From an optimization exercise on the open Yosys and OpenROAD flow, aimed at small area and a short achievable clock period; shortcuts taken in it are not production practice.
The RTL was checked by simulation tests, not by an equivalence proof against the original design.

Setup of harbor:
Design fir_parallel, start of the top module:
module fir_parallel (
  input [15:0] i_data,
  input [63:0] i_coeffs,
  input i_clock,
  output [37:0] o_data
);
For scale: roughly 0.035 mm^2 of cells after synthesis.
clock: 14.0 ns
lec_check: 0
cap_margin: 10
core_margin: 2
core_utilization: 40
cts_buf_list: sky130_fd_sc_hd__clkbuf_16
cts_cluster_diameter: 100
cts_cluster_size: 30
slew_margin: 10
synth_hierarchical: 1
synth_minimum_keep_size: 0
standard.sh (not shown) runs the stock make flow with config.mk's settings and CLKGATE_MAP_FILE= SYNTH_SCRIPT=/design/flow/synth_recipe.tcl, a recipe that flattens the netlist after the stock synthesis.
==> flow/flow/run.sh <==
#!/bin/bash
# Layout flow: the standard ORFS flow (standard.sh, unchanged synthesis),
# with these changes after synthesis:
#  - after floorplan, every combinational cell gets the smallest drive
#    strength of its family (flow/downsize.tcl);
#  - timing repair aims at a setup slack of SETUP_MARGIN ns instead of 0, so the
#    resizer speeds up the paths that set the achieved period;
#  - the port buffers are plain buf_1 cells instead of the delay cell that
#    buffer_ports picks by default (repair may upsize them).
# Each step's full output goes to its own log file in this folder.
set -euo pipefail
SETUP_MARGIN=9.2
HERE=$(pwd)
bash standard.sh synth > log_1_synth.txt 2>&1
bash standard.sh \
  "POST_FLOORPLAN_TCL=${HERE}/flow/downsize.tcl" \
  "SETUP_SLACK_MARGIN=${SETUP_MARGIN}" \
  "BUFFER_PORTS_ARGS=-buffer_cell sky130_fd_sc_hd__buf_1" \
  finish > log_2_layout.txt 2>&1
==> flow/flow/downsize.tcl <==
# Run after floorplan: give every combinational cell the smallest-area drive
# strength of its family (synthesis sizes each small module for speed against a
# default load); the later timing repair upsizes the cells on critical paths.
set block [ord::get_db_block]
set db [ord::get_db]
set swapped 0
foreach inst [$block getInsts] {
  set cur [$inst getMaster]
  set name [$cur getName]
  if {![regexp {^sky130_fd_sc_hd__([a-z0-9]+)_(\d+)$} $name -> fam sz]} { continue }
  if {[string match "df*" $fam] || [string match "*clk*" $fam] || [string match "*dly*" $fam]
      || $fam eq "conb" || [string match "tap*" $fam] || [string match "fill*" $fam]
      || [string match "decap*" $fam]} { continue }
  set best ""
  set barea 0
  foreach s {1 0 2 4} {
    set m [$db findMaster "sky130_fd_sc_hd__${fam}_$s"]
    if {$m eq "NULL" || $m eq ""} { continue }
    set a [expr {[$m getWidth] * [$m getHeight]}]
    if {$best eq "" || $a < $barea} {
      set best $m
      set barea $a
    }
  }
  if {$best ne "" && [$best getName] ne $name} {
    if {[$inst swapMaster $best]} { incr swapped }
  }
}
puts "downsize: swapped $swapped instances to their smallest drive strength"
Modified inputs, violet compared to harbor
--- a/flow/config.mk
+++ b/flow/config.mk
@@ -7,5 +7,5 @@
 export LEC_CHECK = 0
-export CAP_MARGIN = 10
+export CAP_MARGIN = 20
 export CORE_MARGIN = 2
-export CORE_UTILIZATION = 40
+export CORE_UTILIZATION = 50
 export CTS_BUF_LIST = sky130_fd_sc_hd__clkbuf_16
@@ -13,3 +13,3 @@
 export CTS_CLUSTER_SIZE = 30
-export SLEW_MARGIN = 10
+export SLEW_MARGIN = 20
 export SYNTH_HIERARCHICAL = 1
[summary]
violet vs. harbor: post-detailed-routing wire length went up by about 1.1%. Of harbor and violet, harbor shows the lower estimated wirelength of the detail-placed design, with violet above it. On worst reg2reg path depth: violet sits above harbor. Between violet and harbor, it is violet whose area share of buffers outside the clock network is lower, by 0.42 points. In the flow results for harbor and violet, the worst slew margin relative to its limit is smaller on violet. On violet: clock period minus worst slack is 0.040 ns lower than what harbor gave. Higher share of the core filled with cells in the final layout among harbor and violet: violet. Initial standard-cell utilization of the core is lower on harbor.

* * *

fir_parallel again, from the RTL that the note above started with.
==> flow/config.mk <==
export PLATFORM = sky130hd
export DESIGN_NAME = fir_parallel
export DESIGN_NICKNAME = fir_parallel
export VERILOG_FILES = /design/flow/design.v
export SDC_FILE = /design/flow/constraint.sdc
export NUM_CORES = 4
export LEC_CHECK = 0
export CAP_MARGIN = 20
export CORE_MARGIN = 2
export CORE_UTILIZATION = 40
export CTS_BUF_LIST = sky130_fd_sc_hd__clkbuf_16
export CTS_CLUSTER_DIAMETER = 100
export CTS_CLUSTER_SIZE = 30
export SLEW_MARGIN = 20
export SYNTH_HIERARCHICAL = 1
export SYNTH_MINIMUM_KEEP_SIZE = 0
==> flow/constraint.sdc <==
create_clock -name core_clock -period 14.0 [get_ports {i_clock}]
set_input_delay 2.8000 -clock core_clock [delete_from_list [all_inputs] [get_ports {i_clock}]]
set_output_delay 2.8000 -clock core_clock [all_outputs]
set_load 0.01 [all_outputs]
==> flow/flow/run.sh <==
#!/bin/bash
# Layout flow: the standard ORFS flow (standard.sh, unchanged synthesis),
# with these changes after synthesis:
#  - after floorplan, every combinational cell gets the smallest drive
#    strength of its family (flow/downsize.tcl);
#  - timing repair aims at a setup slack of SETUP_MARGIN ns instead of 0, so the
#    resizer speeds up the paths that set the achieved period;
#  - the port buffers are plain buf_1 cells instead of the delay cell that
#    buffer_ports picks by default (repair may upsize them).
# Each step's full output goes to its own log file in this folder.
set -euo pipefail
SETUP_MARGIN=9.4
HERE=$(pwd)
bash standard.sh synth > log_1_synth.txt 2>&1
bash standard.sh \
  "POST_FLOORPLAN_TCL=${HERE}/flow/downsize.tcl" \
  "SETUP_SLACK_MARGIN=${SETUP_MARGIN}" \
  "BUFFER_PORTS_ARGS=-buffer_cell sky130_fd_sc_hd__buf_1" \
  finish > log_2_layout.txt 2>&1
Scripts as last shown in full above: flow/flow/downsize.tcl
The starting point finished clean.
Change:
--- a/flow/flow/run.sh
+++ b/flow/flow/run.sh
@@ -12 +12 @@
-SETUP_MARGIN=9.4
+SETUP_MARGIN=9.2
Effect: Utilization fell by 1.5 points; first-iteration DRC count went down by 1.6%; register-to-register slack is worse by 0.16 ns; hold slack degrades by 0.015 ns; via count went down by 2.4%; synthesized cell count does not change; non-clock buffer count went down by 70.

==> what the ideal ports hide <==
The results above use ideal ports. As a check the final layouts listed here were re-extracted and re-timed, cells and wires unchanged. Step 1 sets driving cells, clkbuf_16 on the clock port and buf_2 on the other inputs (assumed; they add their load-dependent delay and slew). Step 2 adds t to the input delays and takes it off the output delays; t is the mean of the earliest and latest rising clock arrival at the registers after step 1. Input paths then give back, and output paths get back, about the clock's delay inside the block. a / b / c = no drivers / after step 1 / after step 2; a / b = the first two.
| run | shift t [ns] | slack for setup (ns) | hold WS [ns] | clock arrival spread, ns | pins driven straight from the clock port |
|---|---|---|---|---|---|
| harbor | 0.657 | 9.221 / 9.152 / 9.279 | 0.374 / 0.374 / 0.374 | 0.039 / 0.039 | 1 |
| violet | 0.639 | 9.261 / 9.201 / 9.270 | 0.341 / 0.341 / 0.341 | 0.044 / 0.044 | 1 |
| the first run of note 2 | 0.650 | 9.290 / 9.227 / 9.440 | 0.388 / 0.388 / 0.388 | 0.044 / 0.044 | 1 |
| the second run of note 2 | 0.657 | 9.221 / 9.152 / 9.279 | 0.374 / 0.374 / 0.374 | 0.039 / 0.039 | 1 |
After both steps setup and hold are still met in every run listed.
